Source: an optimization exercise on an open RTL-to-GDS flow (aim: small area, a short achievable clock period and few clock cycles per item). Production flows keep margins and buffers that such runs may drop. The RTL was checked by simulation tests, not by an equivalence proof against the original design.

==> design/flow/design.v <==
module bubbleSort #(
    parameter SIZE_DATA = 16,
    parameter NUM_VALS  = 8
)(
    input  logic                         i_clk,
    input  logic                         i_rst_n,
    input  logic                         i_start,
    input  logic [NUM_VALS-1:0][SIZE_DATA-1:0]    i_data,
    output logic [NUM_VALS-1:0][SIZE_DATA-1:0]    o_data,
    output logic                         o_done
);
    logic [2:0] valid;
    always_ff @(posedge i_clk or negedge i_rst_n) begin
        if (!i_rst_n)
            valid <= '0;
        else
            valid <= {valid[1:0], i_start};
    end
    assign o_done = valid[2];
    logic s1_02;
    logic sn1_02;
    bs_cmp_00_11 c1_02 (.a(i_data[0]), .b(i_data[2]), .s(s1_02), .sn(sn1_02));
    logic s1_13;
    logic sn1_13;
    bs_cmp_00_11 c1_13 (.a(i_data[1]), .b(i_data[3]), .s(s1_13), .sn(sn1_13));
    logic s1_46;
    logic sn1_46;
    bs_cmp_00_11 c1_46 (.a(i_data[4]), .b(i_data[6]), .s(s1_46), .sn(sn1_46));
    logic s1_57;
    logic sn1_57;
    bs_cmp_00_11 c1_57 (.a(i_data[5]), .b(i_data[7]), .s(s1_57), .sn(sn1_57));
    logic [SIZE_DATA-1:0] k1_0, k1_2;
    bs_swap_0011 x1_02 (.a(i_data[0]), .b(i_data[2]), .s(s1_02), .sn(sn1_02), .lo(k1_0), .hi(k1_2));
    logic [SIZE_DATA-1:0] k1_1, k1_3;
    bs_swap_0000 x1_13 (.a(i_data[1]), .b(i_data[3]), .s(s1_13), .sn(sn1_13), .lo(k1_1), .hi(k1_3));
    logic [SIZE_DATA-1:0] k1_4, k1_6;
    bs_swap_0011 x1_46 (.a(i_data[4]), .b(i_data[6]), .s(s1_46), .sn(sn1_46), .lo(k1_4), .hi(k1_6));
    logic [SIZE_DATA-1:0] k1_5, k1_7;
    bs_swap_0011 x1_57 (.a(i_data[5]), .b(i_data[7]), .s(s1_57), .sn(sn1_57), .lo(k1_5), .hi(k1_7));
    logic [SIZE_DATA-1:0] r0_0;
    logic [SIZE_DATA-1:0] r0_1;
    logic [SIZE_DATA-1:0] r0_2;
    logic [SIZE_DATA-1:0] r0_3;
    logic [SIZE_DATA-1:0] r0_4;
    logic [SIZE_DATA-1:0] r0_5;
    logic [SIZE_DATA-1:0] r0_6;
    logic [SIZE_DATA-1:0] r0_7;
    always_ff @(posedge i_clk) begin
        r0_0 <= k1_0;
        r0_1 <= k1_1;
        r0_2 <= k1_2;
        r0_3 <= k1_3;
        r0_4 <= k1_4;
        r0_5 <= k1_5;
        r0_6 <= k1_6;
        r0_7 <= k1_7;
    end
    logic s2_04;
    logic sn2_04;
    bs_cmp_11_11 c2_04 (.a(r0_0), .b(r0_4), .s(s2_04), .sn(sn2_04));
    logic s2_15;
    bs_cmp_01_10 c2_15 (.a(r0_1), .b(r0_5), .s(s2_15));
    logic s2_26;
    logic sn2_26;
    bs_cmp_11_11 c2_26 (.a(r0_2), .b(r0_6), .s(s2_26), .sn(sn2_26));
    logic s2_37;
    logic sn2_37;
    bs_cmp_01_11 c2_37 (.a(r0_3), .b(r0_7), .s(s2_37), .sn(sn2_37));
    logic [SIZE_DATA-1:0] k2_0, k2_4;
    bs_swap_1100 x2_04 (.a(r0_0), .b(r0_4), .s(s2_04), .sn(sn2_04), .lo(k2_0), .hi(k2_4));
    logic [SIZE_DATA-1:0] k2_1, k2_5;
    bs_swap_0110 x2_15 (.a(r0_1), .b(r0_5), .s(s2_15), .lo(k2_1), .hi(k2_5));
    logic [SIZE_DATA-1:0] k2_2, k2_6;
    bs_swap_1100 x2_26 (.a(r0_2), .b(r0_6), .s(s2_26), .sn(sn2_26), .lo(k2_2), .hi(k2_6));
    logic [SIZE_DATA-1:0] k2_3, k2_7;
    bs_swap_0111 x2_37 (.a(r0_3), .b(r0_7), .s(s2_37), .sn(sn2_37), .lo(k2_3), .hi(k2_7));
    logic s3_01;
    logic sn3_01;
    bs_cmp_01_11 c3_01 (.a(k2_0), .b(k2_1), .s(s3_01), .sn(sn3_01));
    logic s3_23;
    logic sn3_23;
    bs_cmp_01_11 c3_23 (.a(k2_2), .b(k2_3), .s(s3_23), .sn(sn3_23));
    logic s3_45;
    logic sn3_45;
    bs_cmp_00_11 c3_45 (.a(k2_4), .b(k2_5), .s(s3_45), .sn(sn3_45));
    logic s3_67;
    logic sn3_67;
    bs_cmp_01_11 c3_67 (.a(k2_6), .b(k2_7), .s(s3_67), .sn(sn3_67));
    logic [SIZE_DATA-1:0] k3_0, k3_1;
    bs_swap_0100 x3_01 (.a(k2_0), .b(k2_1), .s(s3_01), .sn(sn3_01), .lo(k3_0), .hi(k3_1));
    logic [SIZE_DATA-1:0] k3_2, k3_3;
    bs_swap_0100 x3_23 (.a(k2_2), .b(k2_3), .s(s3_23), .sn(sn3_23), .lo(k3_2), .hi(k3_3));
    logic [SIZE_DATA-1:0] k3_4, k3_5;
    bs_swap_0011 x3_45 (.a(k2_4), .b(k2_5), .s(s3_45), .sn(sn3_45), .lo(k3_4), .hi(k3_5));
    logic [SIZE_DATA-1:0] k3_6, k3_7;
    bs_swap_0100 x3_67 (.a(k2_6), .b(k2_7), .s(s3_67), .sn(sn3_67), .lo(k3_6), .hi(k3_7));
    logic sn4_24;
    bs_cmp_01_01 c4_24 (.a(k3_2), .b(k3_4), .sn(sn4_24));
    logic s4_35;
    logic sn4_35;
    bs_cmp_01_11 c4_35 (.a(k3_3), .b(k3_5), .s(s4_35), .sn(sn4_35));
    logic [SIZE_DATA-1:0] r1_0;
    logic [SIZE_DATA-1:0] r1_1;
    logic [SIZE_DATA-1:0] r1_2;
    logic [SIZE_DATA-1:0] r1_3;
    logic [SIZE_DATA-1:0] r1_4;
    logic [SIZE_DATA-1:0] r1_5;
    logic [SIZE_DATA-1:0] r1_6;
    logic [SIZE_DATA-1:0] r1_7;
    logic r1_sn4_24;
    logic r1_s4_35;
    logic r1_sn4_35;
    always_ff @(posedge i_clk) begin
        r1_0 <= k3_0;
        r1_1 <= k3_1;
        r1_2 <= k3_2;
        r1_3 <= k3_3;
        r1_4 <= k3_4;
        r1_5 <= k3_5;
        r1_6 <= k3_6;
        r1_7 <= k3_7;
        r1_sn4_24 <= sn4_24;
        r1_s4_35 <= s4_35;
        r1_sn4_35 <= sn4_35;
    end
    logic [SIZE_DATA-1:0] k4_2, k4_4;
    bs_swap_0101 x4_24 (.a(r1_2), .b(r1_4), .sn(r1_sn4_24), .lo(k4_2), .hi(k4_4));
    logic [SIZE_DATA-1:0] k4_3, k4_5;
    bs_swap_0100 x4_35 (.a(r1_3), .b(r1_5), .s(r1_s4_35), .sn(r1_sn4_35), .lo(k4_3), .hi(k4_5));
    logic s5_14;
    bs_cmp_01_10 c5_14 (.a(r1_1), .b(k4_4), .s(s5_14));
    logic s5_36;
    logic sn5_36;
    bs_cmp_00_11 c5_36 (.a(k4_3), .b(r1_6), .s(s5_36), .sn(sn5_36));
    logic [SIZE_DATA-1:0] k5_1, k5_4;
    bs_swap_0110 x5_14 (.a(r1_1), .b(k4_4), .s(s5_14), .lo(k5_1), .hi(k5_4));
    logic [SIZE_DATA-1:0] k5_3, k5_6;
    bs_swap_0011 x5_36 (.a(k4_3), .b(r1_6), .s(s5_36), .sn(sn5_36), .lo(k5_3), .hi(k5_6));
    logic s6_12;
    logic sn6_12;
    bs_cmp_10_11 c6_12 (.a(k5_1), .b(k4_2), .s(s6_12), .sn(sn6_12));
    logic s6_34;
    logic sn6_34;
    bs_cmp_10_11 c6_34 (.a(k5_3), .b(k5_4), .s(s6_34), .sn(sn6_34));
    logic s6_56;
    logic sn6_56;
    bs_cmp_01_11 c6_56 (.a(k4_5), .b(k5_6), .s(s6_56), .sn(sn6_56));
    logic [SIZE_DATA-1:0] k6_1, k6_2;
    bs_swap_1000 x6_12 (.a(k5_1), .b(k4_2), .s(s6_12), .sn(sn6_12), .lo(k6_1), .hi(k6_2));
    logic [SIZE_DATA-1:0] k6_3, k6_4;
    bs_swap_1000 x6_34 (.a(k5_3), .b(k5_4), .s(s6_34), .sn(sn6_34), .lo(k6_3), .hi(k6_4));
    logic [SIZE_DATA-1:0] k6_5, k6_6;
    bs_swap_0100 x6_56 (.a(k4_5), .b(k5_6), .s(s6_56), .sn(sn6_56), .lo(k6_5), .hi(k6_6));
    logic [SIZE_DATA-1:0] r2_0;
    logic [SIZE_DATA-1:0] r2_1;
    logic [SIZE_DATA-1:0] r2_2;
    logic [SIZE_DATA-1:0] r2_3;
    logic [SIZE_DATA-1:0] r2_4;
    logic [SIZE_DATA-1:0] r2_5;
    logic [SIZE_DATA-1:0] r2_6;
    logic [SIZE_DATA-1:0] r2_7;
    always_ff @(posedge i_clk) begin
        r2_0 <= r1_0;
        r2_1 <= k6_1;
        r2_2 <= k6_2;
        r2_3 <= k6_3;
        r2_4 <= k6_4;
        r2_5 <= k6_5;
        r2_6 <= k6_6;
        r2_7 <= r1_7;
    end
    assign o_data[0] = r2_0;
    assign o_data[1] = r2_1;
    assign o_data[2] = r2_2;
    assign o_data[3] = r2_3;
    assign o_data[4] = r2_4;
    assign o_data[5] = r2_5;
    assign o_data[6] = r2_6;
    assign o_data[7] = r2_7;
endmodule
module bs_cmp_00_11 (
    input  logic [15:0] a,
    input  logic [15:0] b,
    output logic s,
    output logic sn
);
    logic [15:0] g0, p0;
    for (genvar i = 0; i < 16; i++) begin : lf
        bs_nor2b ug (.A(b[i]), .B_N(a[i]), .Y(g0[i]));
        if (i > 0) begin : pp
            bs_nand2b up (.A_N(a[i]), .B(b[i]), .Y(p0[i]));
        end else begin : np
            assign p0[i] = 1'b0;
        end
    end
    logic [7:0] g1, p1;
    for (genvar i = 0; i < 8; i++) begin : t1
        bs_a21oi ug (.A1(p0[2*i+1]), .A2(g0[2*i]), .B1(g0[2*i+1]), .Y(g1[i]));
        if (i > 0) begin : pp
            bs_nand2 up (.A(p0[2*i+1]), .B(p0[2*i]), .Y(p1[i]));
        end else begin : np
            assign p1[i] = 1'b0;
        end
    end
    logic [3:0] g2, p2;
    for (genvar i = 0; i < 4; i++) begin : t2
        bs_o21ai ug (.A1(p1[2*i+1]), .A2(g1[2*i]), .B1(g1[2*i+1]), .Y(g2[i]));
        if (i > 0) begin : pp
            bs_nor2 up (.A(p1[2*i+1]), .B(p1[2*i]), .Y(p2[i]));
        end else begin : np
            assign p2[i] = 1'b0;
        end
    end
    logic [1:0] g3, p3;
    for (genvar i = 0; i < 2; i++) begin : t3
        bs_a21oi ug (.A1(p2[2*i+1]), .A2(g2[2*i]), .B1(g2[2*i+1]), .Y(g3[i]));
        if (i > 0) begin : pp
            bs_nand2 up (.A(p2[2*i+1]), .B(p2[2*i]), .Y(p3[i]));
        end else begin : np
            assign p3[i] = 1'b0;
        end
    end
    bs_o21ai urp (.A1(p3[1]), .A2(g3[0]), .B1(g3[1]), .Y(s));
    bs_o21a urn (.A1(p3[1]), .A2(g3[0]), .B1(g3[1]), .X(sn));
endmodule
module bs_swap_0011 (
    input  logic [15:0] a,
    input  logic [15:0] b,
    input  logic        s,
    input  logic        sn,
    output logic [15:0] lo,
    output logic [15:0] hi
);
    for (genvar i = 0; i < 16; i++) begin : bit_
        bs_o22ai ul (.A1(a[i]), .A2(s), .B1(b[i]), .B2(sn), .Y(lo[i]));
        bs_o22ai uh (.A1(b[i]), .A2(s), .B1(a[i]), .B2(sn), .Y(hi[i]));
    end
endmodule
module bs_swap_0000 (
    input  logic [15:0] a,
    input  logic [15:0] b,
    input  logic        s,
    input  logic        sn,
    output logic [15:0] lo,
    output logic [15:0] hi
);
    for (genvar i = 0; i < 16; i++) begin : bit_
        bs_a22o ul (.A1(b[i]), .A2(s), .B1(a[i]), .B2(sn), .X(lo[i]));
        bs_a22o uh (.A1(a[i]), .A2(s), .B1(b[i]), .B2(sn), .X(hi[i]));
    end
endmodule
module bs_cmp_11_11 (
    input  logic [15:0] a,
    input  logic [15:0] b,
    output logic s,
    output logic sn
);
    logic [15:0] g0, p0;
    for (genvar i = 0; i < 16; i++) begin : lf
        bs_nor2b ug (.A(a[i]), .B_N(b[i]), .Y(g0[i]));
        if (i > 0) begin : pp
            bs_nand2b up (.A_N(b[i]), .B(a[i]), .Y(p0[i]));
        end else begin : np
            assign p0[i] = 1'b0;
        end
    end
    logic [7:0] g1, p1;
    for (genvar i = 0; i < 8; i++) begin : t1
        bs_a21oi ug (.A1(p0[2*i+1]), .A2(g0[2*i]), .B1(g0[2*i+1]), .Y(g1[i]));
        if (i > 0) begin : pp
            bs_nand2 up (.A(p0[2*i+1]), .B(p0[2*i]), .Y(p1[i]));
        end else begin : np
            assign p1[i] = 1'b0;
        end
    end
    logic [3:0] g2, p2;
    for (genvar i = 0; i < 4; i++) begin : t2
        bs_o21ai ug (.A1(p1[2*i+1]), .A2(g1[2*i]), .B1(g1[2*i+1]), .Y(g2[i]));
        if (i > 0) begin : pp
            bs_nor2 up (.A(p1[2*i+1]), .B(p1[2*i]), .Y(p2[i]));
        end else begin : np
            assign p2[i] = 1'b0;
        end
    end
    logic [1:0] g3, p3;
    for (genvar i = 0; i < 2; i++) begin : t3
        bs_a21oi ug (.A1(p2[2*i+1]), .A2(g2[2*i]), .B1(g2[2*i+1]), .Y(g3[i]));
        if (i > 0) begin : pp
            bs_nand2 up (.A(p2[2*i+1]), .B(p2[2*i]), .Y(p3[i]));
        end else begin : np
            assign p3[i] = 1'b0;
        end
    end
    bs_o21ai urp (.A1(p3[1]), .A2(g3[0]), .B1(g3[1]), .Y(s));
    bs_o21a urn (.A1(p3[1]), .A2(g3[0]), .B1(g3[1]), .X(sn));
endmodule
module bs_cmp_01_10 (
    input  logic [15:0] a,
    input  logic [15:0] b,
    output logic s
);
    logic [15:0] g0, p0;
    for (genvar i = 0; i < 16; i++) begin : lf
        bs_nand2 ug (.A(a[i]), .B(b[i]), .Y(g0[i]));
        if (i > 0) begin : pp
            bs_nor2 up (.A(a[i]), .B(b[i]), .Y(p0[i]));
        end else begin : np
            assign p0[i] = 1'b0;
        end
    end
    logic [7:0] g1, p1;
    for (genvar i = 0; i < 8; i++) begin : t1
        bs_o21ai ug (.A1(p0[2*i+1]), .A2(g0[2*i]), .B1(g0[2*i+1]), .Y(g1[i]));
        if (i > 0) begin : pp
            bs_nor2 up (.A(p0[2*i+1]), .B(p0[2*i]), .Y(p1[i]));
        end else begin : np
            assign p1[i] = 1'b0;
        end
    end
    logic [3:0] g2, p2;
    for (genvar i = 0; i < 4; i++) begin : t2
        bs_a21oi ug (.A1(p1[2*i+1]), .A2(g1[2*i]), .B1(g1[2*i+1]), .Y(g2[i]));
        if (i > 0) begin : pp
            bs_nand2 up (.A(p1[2*i+1]), .B(p1[2*i]), .Y(p2[i]));
        end else begin : np
            assign p2[i] = 1'b0;
        end
    end
    logic [1:0] g3, p3;
    for (genvar i = 0; i < 2; i++) begin : t3
        bs_o21ai ug (.A1(p2[2*i+1]), .A2(g2[2*i]), .B1(g2[2*i+1]), .Y(g3[i]));
        if (i > 0) begin : pp
            bs_nor2 up (.A(p2[2*i+1]), .B(p2[2*i]), .Y(p3[i]));
        end else begin : np
            assign p3[i] = 1'b0;
        end
    end
    bs_a21o urp (.A1(p3[1]), .A2(g3[0]), .B1(g3[1]), .X(s));
endmodule
module bs_cmp_01_11 (
    input  logic [15:0] a,
    input  logic [15:0] b,
    output logic s,
    output logic sn
);
    logic [15:0] g0, p0;
    for (genvar i = 0; i < 16; i++) begin : lf
        bs_nand2 ug (.A(a[i]), .B(b[i]), .Y(g0[i]));
        if (i > 0) begin : pp
            bs_nor2 up (.A(a[i]), .B(b[i]), .Y(p0[i]));
        end else begin : np
            assign p0[i] = 1'b0;
        end
    end
    logic [7:0] g1, p1;
    for (genvar i = 0; i < 8; i++) begin : t1
        bs_o21ai ug (.A1(p0[2*i+1]), .A2(g0[2*i]), .B1(g0[2*i+1]), .Y(g1[i]));
        if (i > 0) begin : pp
            bs_nor2 up (.A(p0[2*i+1]), .B(p0[2*i]), .Y(p1[i]));
        end else begin : np
            assign p1[i] = 1'b0;
        end
    end
    logic [3:0] g2, p2;
    for (genvar i = 0; i < 4; i++) begin : t2
        bs_a21oi ug (.A1(p1[2*i+1]), .A2(g1[2*i]), .B1(g1[2*i+1]), .Y(g2[i]));
        if (i > 0) begin : pp
            bs_nand2 up (.A(p1[2*i+1]), .B(p1[2*i]), .Y(p2[i]));
        end else begin : np
            assign p2[i] = 1'b0;
        end
    end
    logic [1:0] g3, p3;
    for (genvar i = 0; i < 2; i++) begin : t3
        bs_o21ai ug (.A1(p2[2*i+1]), .A2(g2[2*i]), .B1(g2[2*i+1]), .Y(g3[i]));
        if (i > 0) begin : pp
            bs_nor2 up (.A(p2[2*i+1]), .B(p2[2*i]), .Y(p3[i]));
        end else begin : np
            assign p3[i] = 1'b0;
        end
    end
    bs_a21oi urn (.A1(p3[1]), .A2(g3[0]), .B1(g3[1]), .Y(sn));
    bs_a21o urp (.A1(p3[1]), .A2(g3[0]), .B1(g3[1]), .X(s));
endmodule
module bs_swap_1100 (
    input  logic [15:0] a,
    input  logic [15:0] b,
    input  logic        s,
    input  logic        sn,
    output logic [15:0] lo,
    output logic [15:0] hi
);
    for (genvar i = 0; i < 16; i++) begin : bit_
        bs_o22ai ul (.A1(a[i]), .A2(s), .B1(b[i]), .B2(sn), .Y(lo[i]));
        bs_o22ai uh (.A1(b[i]), .A2(s), .B1(a[i]), .B2(sn), .Y(hi[i]));
    end
endmodule
module bs_swap_0110 (
    input  logic [15:0] a,
    input  logic [15:0] b,
    input  logic        s,
    output logic [15:0] lo,
    output logic [15:0] hi
);
    for (genvar i = 0; i < 16; i++) begin : bit_
        bs_o2bb2ai ul (.A1_N(s), .A2_N(b[i]), .B1(s), .B2(a[i]), .Y(lo[i]));
        bs_o2bb2ai uh (.A1_N(s), .A2_N(a[i]), .B1(s), .B2(b[i]), .Y(hi[i]));
    end
endmodule
module bs_swap_0111 (
    input  logic [15:0] a,
    input  logic [15:0] b,
    input  logic        s,
    input  logic        sn,
    output logic [15:0] lo,
    output logic [15:0] hi
);
    for (genvar i = 0; i < 16; i++) begin : bit_
        bs_o2bb2ai ul (.A1_N(s), .A2_N(b[i]), .B1(s), .B2(a[i]), .Y(lo[i]));
        bs_o2bb2ai uh (.A1_N(sn), .A2_N(b[i]), .B1(sn), .B2(a[i]), .Y(hi[i]));
    end
endmodule
module bs_swap_0100 (
    input  logic [15:0] a,
    input  logic [15:0] b,
    input  logic        s,
    input  logic        sn,
    output logic [15:0] lo,
    output logic [15:0] hi
);
    for (genvar i = 0; i < 16; i++) begin : bit_
        bs_o2bb2ai ul (.A1_N(sn), .A2_N(a[i]), .B1(sn), .B2(b[i]), .Y(lo[i]));
        bs_o2bb2ai uh (.A1_N(s), .A2_N(a[i]), .B1(s), .B2(b[i]), .Y(hi[i]));
    end
endmodule
module bs_cmp_01_01 (
    input  logic [15:0] a,
    input  logic [15:0] b,
    output logic sn
);
    logic [15:0] g0, p0;
    for (genvar i = 0; i < 16; i++) begin : lf
        bs_nand2 ug (.A(a[i]), .B(b[i]), .Y(g0[i]));
        if (i > 0) begin : pp
            bs_nor2 up (.A(a[i]), .B(b[i]), .Y(p0[i]));
        end else begin : np
            assign p0[i] = 1'b0;
        end
    end
    logic [7:0] g1, p1;
    for (genvar i = 0; i < 8; i++) begin : t1
        bs_o21ai ug (.A1(p0[2*i+1]), .A2(g0[2*i]), .B1(g0[2*i+1]), .Y(g1[i]));
        if (i > 0) begin : pp
            bs_nor2 up (.A(p0[2*i+1]), .B(p0[2*i]), .Y(p1[i]));
        end else begin : np
            assign p1[i] = 1'b0;
        end
    end
    logic [3:0] g2, p2;
    for (genvar i = 0; i < 4; i++) begin : t2
        bs_a21oi ug (.A1(p1[2*i+1]), .A2(g1[2*i]), .B1(g1[2*i+1]), .Y(g2[i]));
        if (i > 0) begin : pp
            bs_nand2 up (.A(p1[2*i+1]), .B(p1[2*i]), .Y(p2[i]));
        end else begin : np
            assign p2[i] = 1'b0;
        end
    end
    logic [1:0] g3, p3;
    for (genvar i = 0; i < 2; i++) begin : t3
        bs_o21ai ug (.A1(p2[2*i+1]), .A2(g2[2*i]), .B1(g2[2*i+1]), .Y(g3[i]));
        if (i > 0) begin : pp
            bs_nor2 up (.A(p2[2*i+1]), .B(p2[2*i]), .Y(p3[i]));
        end else begin : np
            assign p3[i] = 1'b0;
        end
    end
    bs_a21oi urn (.A1(p3[1]), .A2(g3[0]), .B1(g3[1]), .Y(sn));
endmodule
module bs_swap_0101 (
    input  logic [15:0] a,
    input  logic [15:0] b,
    input  logic        sn,
    output logic [15:0] lo,
    output logic [15:0] hi
);
    for (genvar i = 0; i < 16; i++) begin : bit_
        bs_o2bb2ai ul (.A1_N(sn), .A2_N(a[i]), .B1(sn), .B2(b[i]), .Y(lo[i]));
        bs_o2bb2ai uh (.A1_N(sn), .A2_N(b[i]), .B1(sn), .B2(a[i]), .Y(hi[i]));
    end
endmodule
module bs_cmp_10_11 (
    input  logic [15:0] a,
    input  logic [15:0] b,
    output logic s,
    output logic sn
);
    logic [15:0] g0, p0;
    for (genvar i = 0; i < 16; i++) begin : lf
        bs_nor2 ug (.A(a[i]), .B(b[i]), .Y(g0[i]));
        if (i > 0) begin : pp
            bs_nand2 up (.A(a[i]), .B(b[i]), .Y(p0[i]));
        end else begin : np
            assign p0[i] = 1'b0;
        end
    end
    logic [7:0] g1, p1;
    for (genvar i = 0; i < 8; i++) begin : t1
        bs_a21oi ug (.A1(p0[2*i+1]), .A2(g0[2*i]), .B1(g0[2*i+1]), .Y(g1[i]));
        if (i > 0) begin : pp
            bs_nand2 up (.A(p0[2*i+1]), .B(p0[2*i]), .Y(p1[i]));
        end else begin : np
            assign p1[i] = 1'b0;
        end
    end
    logic [3:0] g2, p2;
    for (genvar i = 0; i < 4; i++) begin : t2
        bs_o21ai ug (.A1(p1[2*i+1]), .A2(g1[2*i]), .B1(g1[2*i+1]), .Y(g2[i]));
        if (i > 0) begin : pp
            bs_nor2 up (.A(p1[2*i+1]), .B(p1[2*i]), .Y(p2[i]));
        end else begin : np
            assign p2[i] = 1'b0;
        end
    end
    logic [1:0] g3, p3;
    for (genvar i = 0; i < 2; i++) begin : t3
        bs_a21oi ug (.A1(p2[2*i+1]), .A2(g2[2*i]), .B1(g2[2*i+1]), .Y(g3[i]));
        if (i > 0) begin : pp
            bs_nand2 up (.A(p2[2*i+1]), .B(p2[2*i]), .Y(p3[i]));
        end else begin : np
            assign p3[i] = 1'b0;
        end
    end
    bs_o21ai urp (.A1(p3[1]), .A2(g3[0]), .B1(g3[1]), .Y(s));
    bs_o21a urn (.A1(p3[1]), .A2(g3[0]), .B1(g3[1]), .X(sn));
endmodule
module bs_swap_1000 (
    input  logic [15:0] a,
    input  logic [15:0] b,
    input  logic        s,
    input  logic        sn,
    output logic [15:0] lo,
    output logic [15:0] hi
);
    for (genvar i = 0; i < 16; i++) begin : bit_
        bs_o2bb2ai ul (.A1_N(s), .A2_N(b[i]), .B1(s), .B2(a[i]), .Y(lo[i]));
        bs_o2bb2ai uh (.A1_N(sn), .A2_N(b[i]), .B1(sn), .B2(a[i]), .Y(hi[i]));
    end
endmodule
module bs_inv (
    input  logic A,
    output logic Y
);
    assign Y = ~A;
endmodule
module bs_nand2 (
    input  logic A,
    input  logic B,
    output logic Y
);
    assign Y = ~(A & B);
endmodule
module bs_nor2 (
    input  logic A,
    input  logic B,
    output logic Y
);
    assign Y = ~(A | B);
endmodule
module bs_nand2b (
    input  logic A_N,
    input  logic B,
    output logic Y
);
    assign Y = A_N | ~B;
endmodule
module bs_nor2b (
    input  logic A,
    input  logic B_N,
    output logic Y
);
    assign Y = ~A & B_N;
endmodule
module bs_a21oi (
    input  logic A1,
    input  logic A2,
    input  logic B1,
    output logic Y
);
    assign Y = ~((A1 & A2) | B1);
endmodule
module bs_o21ai (
    input  logic A1,
    input  logic A2,
    input  logic B1,
    output logic Y
);
    assign Y = ~((A1 | A2) & B1);
endmodule
module bs_a21o (
    input  logic A1,
    input  logic A2,
    input  logic B1,
    output logic X
);
    assign X = (A1 & A2) | B1;
endmodule
module bs_o21a (
    input  logic A1,
    input  logic A2,
    input  logic B1,
    output logic X
);
    assign X = (A1 | A2) & B1;
endmodule
module bs_o22ai (
    input  logic A1,
    input  logic A2,
    input  logic B1,
    input  logic B2,
    output logic Y
);
    assign Y = ~((A1 | A2) & (B1 | B2));
endmodule
module bs_a22o (
    input  logic A1,
    input  logic A2,
    input  logic B1,
    input  logic B2,
    output logic X
);
    assign X = (A1 & A2) | (B1 & B2);
endmodule
module bs_o2bb2ai (
    input  logic A1_N,
    input  logic A2_N,
    input  logic B1,
    input  logic B2,
    output logic Y
);
    assign Y = (A1_N & A2_N) | (~B1 & ~B2);
endmodule
==> design/flow/flow/run.sh <==
#!/bin/bash
# Layout flow: the standard ORFS flow (standard.sh) with these changes:
#  - synthesis: if flow/cells_map.v exists, the design's gate-level leaf
#    modules (bs_*) are mapped onto the sky130hd cells of the same function
#    before the rest of synth_recipe.tcl runs; the remaining logic is mapped
#    with flow/abc.script instead of ORFS's abc_area.script. The register
#    mapping is unchanged.
#  - the make variables in flow/make_vars.txt (one VAR=value per line) are
#    added to the make command line, e.g. a larger SETUP_SLACK_MARGIN so
#    repair_timing sizes and buffers the critical paths.
# Each tool's log stays in orfs/logs/; the make output goes to standard_custom.log.
set -euo pipefail
HERE=$(pwd)
cp "$FLOW_HOME/scripts/synth.tcl" synth_abc.tcl
sed -i "s|^source \$::env(SCRIPTS_DIR)/synth_preamble.tcl|&\nset abc_args [lreplace \$abc_args 1 1 $HERE/flow/abc.script]|" synth_abc.tcl
if [[ -f flow/cells_map.v ]]; then
  sed -i "0,/^hierarchy -check -top \$::env(DESIGN_NAME)/s||&\ntechmap -map $HERE/flow/cells_map.v|" synth_abc.tcl
fi
sed "s|\$::env(SCRIPTS_DIR)/synth.tcl|$HERE/synth_abc.tcl|" synth_recipe.tcl > synth_recipe_abc.tcl
EXTRA=""
while IFS= read -r line; do
  [[ -z "$line" || "$line" == \#* ]] && continue
  EXTRA="$EXTRA '$line'"
done < flow/make_vars.txt
sed -e "s|SYNTH_SCRIPT=[^ ]*|SYNTH_SCRIPT=$HERE/synth_recipe_abc.tcl|" \
    -e "s|\"\${@:-finish}\"|$EXTRA &|" standard.sh > standard_custom.sh
bash standard_custom.sh "$@" > standard_custom.log 2>&1
==> design/flow/flow/abc.script <==
strash
dch
map -B 0.9
topo
stime -c
buffer -c
upsize -c
dnsize -c
==> design/flow/flow/cells_map.v <==
// Maps the design's gate-level leaf modules (bs_*) onto the sky130hd cells
// of the same function, drive strength 1.

module bs_inv (A, Y);
    input A;
    output Y;
    sky130_fd_sc_hd__inv_1 _TECHMAP_REPLACE_ (.A(A), .Y(Y));
endmodule

module bs_nand2 (A, B, Y);
    input A, B;
    output Y;
    sky130_fd_sc_hd__nand2_1 _TECHMAP_REPLACE_ (.A(A), .B(B), .Y(Y));
endmodule

module bs_nor2 (A, B, Y);
    input A, B;
    output Y;
    sky130_fd_sc_hd__nor2_1 _TECHMAP_REPLACE_ (.A(A), .B(B), .Y(Y));
endmodule

module bs_nand2b (A_N, B, Y);
    input A_N, B;
    output Y;
    sky130_fd_sc_hd__nand2b_1 _TECHMAP_REPLACE_ (.A_N(A_N), .B(B), .Y(Y));
endmodule

module bs_nor2b (A, B_N, Y);
    input A, B_N;
    output Y;
    sky130_fd_sc_hd__nor2b_1 _TECHMAP_REPLACE_ (.A(A), .B_N(B_N), .Y(Y));
endmodule

module bs_a21oi (A1, A2, B1, Y);
    input A1, A2, B1;
    output Y;
    sky130_fd_sc_hd__a21oi_1 _TECHMAP_REPLACE_ (.A1(A1), .A2(A2), .B1(B1), .Y(Y));
endmodule

module bs_o21ai (A1, A2, B1, Y);
    input A1, A2, B1;
    output Y;
    sky130_fd_sc_hd__o21ai_1 _TECHMAP_REPLACE_ (.A1(A1), .A2(A2), .B1(B1), .Y(Y));
endmodule

module bs_a21o (A1, A2, B1, X);
    input A1, A2, B1;
    output X;
    sky130_fd_sc_hd__a21o_1 _TECHMAP_REPLACE_ (.A1(A1), .A2(A2), .B1(B1), .X(X));
endmodule

module bs_o21a (A1, A2, B1, X);
    input A1, A2, B1;
    output X;
    sky130_fd_sc_hd__o21a_1 _TECHMAP_REPLACE_ (.A1(A1), .A2(A2), .B1(B1), .X(X));
endmodule

module bs_o22ai (A1, A2, B1, B2, Y);
    input A1, A2, B1, B2;
    output Y;
    sky130_fd_sc_hd__o22ai_1 _TECHMAP_REPLACE_ (.A1(A1), .A2(A2), .B1(B1), .B2(B2), .Y(Y));
endmodule

module bs_a22o (A1, A2, B1, B2, X);
    input A1, A2, B1, B2;
    output X;
    sky130_fd_sc_hd__a22o_1 _TECHMAP_REPLACE_ (.A1(A1), .A2(A2), .B1(B1), .B2(B2), .X(X));
endmodule

module bs_o2bb2ai (A1_N, A2_N, B1, B2, Y);
    input A1_N, A2_N, B1, B2;
    output Y;
    sky130_fd_sc_hd__o2bb2ai_1 _TECHMAP_REPLACE_ (.A1_N(A1_N), .A2_N(A2_N), .B1(B1), .B2(B2), .Y(Y));
endmodule
==> design/flow/flow/make_vars.txt <==
SETUP_SLACK_MARGIN=10.6
BUFFER_PORTS_ARGS=-buffer_cell sky130_fd_sc_hd__buf_2
==> design/flow/standard.sh <==
#!/bin/bash
# synth_recipe.tcl (not shown) runs the flow's synth.tcl, then flattens the netlist and writes it again
# the make line also repeats each setting of config.mk as NAME=value (left out here)
make -C /OpenROAD-flow-scripts/flow DESIGN_CONFIG=/design/flow/config.mk WORK_HOME=/design/flow/orfs CLKGATE_MAP_FILE= SYNTH_SCRIPT=/design/flow/synth_recipe.tcl "${@:-finish}"
==> design/flow/config.mk <==
export PLATFORM = sky130hd
export DESIGN_NAME = bubbleSort
export DESIGN_NICKNAME = bubbleSort
export VERILOG_FILES = /design/flow/design.v
export SDC_FILE = /design/flow/constraint.sdc
export NUM_CORES = 8
export LEC_CHECK = 0
export ABC_AREA = 1
export CAP_MARGIN = 50
export CORE_MARGIN = 2
export CORE_UTILIZATION = 40
export SLEW_MARGIN = 50
==> design/flow/constraint.sdc <==
create_clock -name core_clock -period 15.0 [get_ports {i_clk}]
set_input_delay 3.0000 -clock core_clock [delete_from_list [all_inputs] [get_ports {i_clk}]]
set_output_delay 3.0000 -clock core_clock [all_outputs]
set_load 0.01 [all_outputs]
==> run notes <==
[metrics by stage]
stage                     utilization (%)  std cells  worst slack [ps]  hold slack (ps)
final                                49.1       3032             10710              325
after global routing                 49.1       3032             10610              329
after CTS                            48.4       3017             10660              326
after detailed placement             45.5       2951             10170              312
after global placement               45.1       2950             10070              312
after floorplan                         -       2097             10630              310
[synthesized netlist by cell type, drive strengths merged]
cell type / n / area (µm²)
nor2b: 128 / 801
a21oi: 143 / 716
o21ai: 140 / 701
o21a: 10 / 75.1
a21o: 8 / 60.1
nand2: 281 / 1050
nor2: 269 / 1010
o22ai: 224 / 1400
a22o: 32 / 280
nand2b: 120 / 751
dfrtp: 3 / 75.1
dfxtp: 387 / 7750
o2bb2ai: 352 / 3080
[final cells by class]
| class | instances | area (µm²) | share of cell area, % |
|---|---|---|---|
| multi-input combinational | 1707 | 10200 | 47.4 |
| sequential | 390 | 7830 | 36.2 |
| timing repair buffer | 277 | 1530 | 7.06 |
| clock buffer | 54 | 1140 | 5.29 |
| tap | 592 | 741 | 3.43 |
| clock inverter | 12 | 134 | 0.619 |
[cell families after synthesis]
group              after synthesis  synth area share, %
and+or+nand+nor                798                 20.4
DFF                            390                 44.1
AOI/OAI and AO/OA              909                 35.6
[worst max-delay path, delay by kind of cell]
family | cells | cell delay (ps)
buffers and inverters | 1 | 120
AND/OR/NAND/NOR | 1 | 150
AO/OA/AOI/OAI | 5 | 1400
[how the worst max path moves through the flow]
stage	endpoint	slack (ps)	cells past startpoint
2_1_floorplan	r0_1[0]$_DFF_P_	10630	6
3_3_place_gp	r0_1[14]$_DFF_P_	10070	7
3_5_place_dp	r0_5[3]$_DFF_P_	10170	7
4_1_cts	r2_4[2]$_DFF_P_	10660	14
5_1_grt	r1_sn4_24$_DFF_P_	10610	19
6_report	r0_5[0]$_DFF_P_	10710	7
[per-layer routing]
layer,global-route usage (%),routed length [µm]
met2,40.8,27200
met1,32.2,25900
met5,0,0
met3,3.97,3690
met4,7.96,1690
[what timing repair did]
action / 4_1_cts / 5_1_grt
setup endpoints to repair: 1 / 54
resized for setup: 1 / 16
hold buffers: 0 / 0
buffers inserted: 0 / 1
==> run notes <==
Synth Warn # 1; buffers added on ports 259; DP Area 20,000 µm²; H-tree levels 2; CP startpoint kind primary input; post-route clock period utilization 28.6%; largest net degree at the start of global routing 65; Hold Path Cell Cnt 0; Slew Limit Fails 0; most used cell, CP a21oi_1; commonest non-fill, non-tap cell in the layout dfxtp_1; die width between 200 and 250 µm; Sum Neg Setup Slack 0 ps; drt total wl 58,500 µm; Final Hold Fails 0; setup slack, reg-to-reg 10,840 ps; CP Max Fanout 32; Yosys cell types 13; DRC Markers 0; Area growth syn-to-layout 21.8%; die height 215 µm; Clock Path Buffers 3; # clock sinks 390; Core Box Area approximately 44,000 µm²; Max-slew headroom 50.5%; root buffer cell clkbuf_16; Worst-Margin Slew 742 ps; initial antenna violation count 0; Worst Setup End Kind register; r2r endpoint r1_s4_35$_DFF_P_; Placer Congestion 0.911; layout cells sized above 1 15.8%; final instance area 21,600 µm²; post-synthesis cell count 2,097; first-pass GRT wire length 88,300 µm; All-Layer GR Usage 24.4%; critical path class in2reg; worst path arrival time between 4000 and 5000 ps; DP HPWL approximately 46,000 µm; TritonCTS clock tree built; Crit. Startpoint i_data[83]; mapped cell area 17,800 µm²; crit path cell chain buf_2 -> nand2b_1 -> a21oi_1 -> o21ai_1 -> a21oi_1 -> o21a_2 -> o22ai_1; Nets ~2,500; Via density 5.60; register area share after synthesis 44.1%; max capacitance violation total 0; flops & latches, synth 390; r2r startpoint r0_2[15]$_DFF_P_; time the worst path needs with I/O delays and setup 4290 ps; status complete, no violations; Slowest cell on crit path o21a_2; Initial DRC Count ~1,400; initial core utilization about two fifths; Min-Delay Startpoint r1_7[3]$_DFF_P_; setup violators final 0; clk slew on worst S/H paths about 50 ps; Post-Syn Nets 2,228; most frequent cells in the layout 384 x dfxtp_1, 340 x o2bb2ai_1, 281 x nand2_1, 269 x nor2_1, 259 x buf_2; CTS Buf Count 40; # fillers 4,266; via count approximately 17,000; ant diodes 0; drt wl/cell 19.3 µm; drt pass-1 iters 5; worst reg-to-reg path cell count 17; highest achievable clock rate 233 MHz; worst hold-check path type reg2reg; syn_area_per_cell roughly 8.5 µm²; ANT nets after route 0; grt ovf 0; Final Skew 18.2 ps; required time of the worst setup path between 15,000 and 20,000 ps; I/O pin total 260; clock latency at the later pin of the worst-skew pair 570 ps; worst stage delay on the critical path about 600 ps; RSZ-0062 raised after global routing no; hold endpoint r2_7[3]$_DFF_P_; die footprint 46,100 µm²; Placement Rows 77; vias in the first global route 15,400
Testbench counts, summed over its fixed seeds: cycles 2,072, sets 2,048.

[afterwards: timing with drivers on the ports]
How much do the figures lean on ideal ports? The routed layout below was timed once more, with nothing changed but the port constraints. Step 1 assumes that a clkbuf_16 drives the clock port and a buf_2 every other input. Step 2 adds t to the input delays and takes it off the output delays; t is the mean of the earliest and latest rising clock arrival at the registers after step 1. Input paths then give back, and output paths get back, about the clock's delay inside the block. Three values: ideal, step 1, step 2; two values: the first two.
shift t [ns]: 0.611
setup slack, ns: 10.707 / 10.739 / 10.128
latest minus earliest clock arrival (ns): 0.020 / 0.020
worst data-port slew with drivers (ns): 0.04
After both steps setup and hold are still met in this run. The setup slack of this run moves by +0.032 ns with the drivers and by -0.579 ns with both steps.
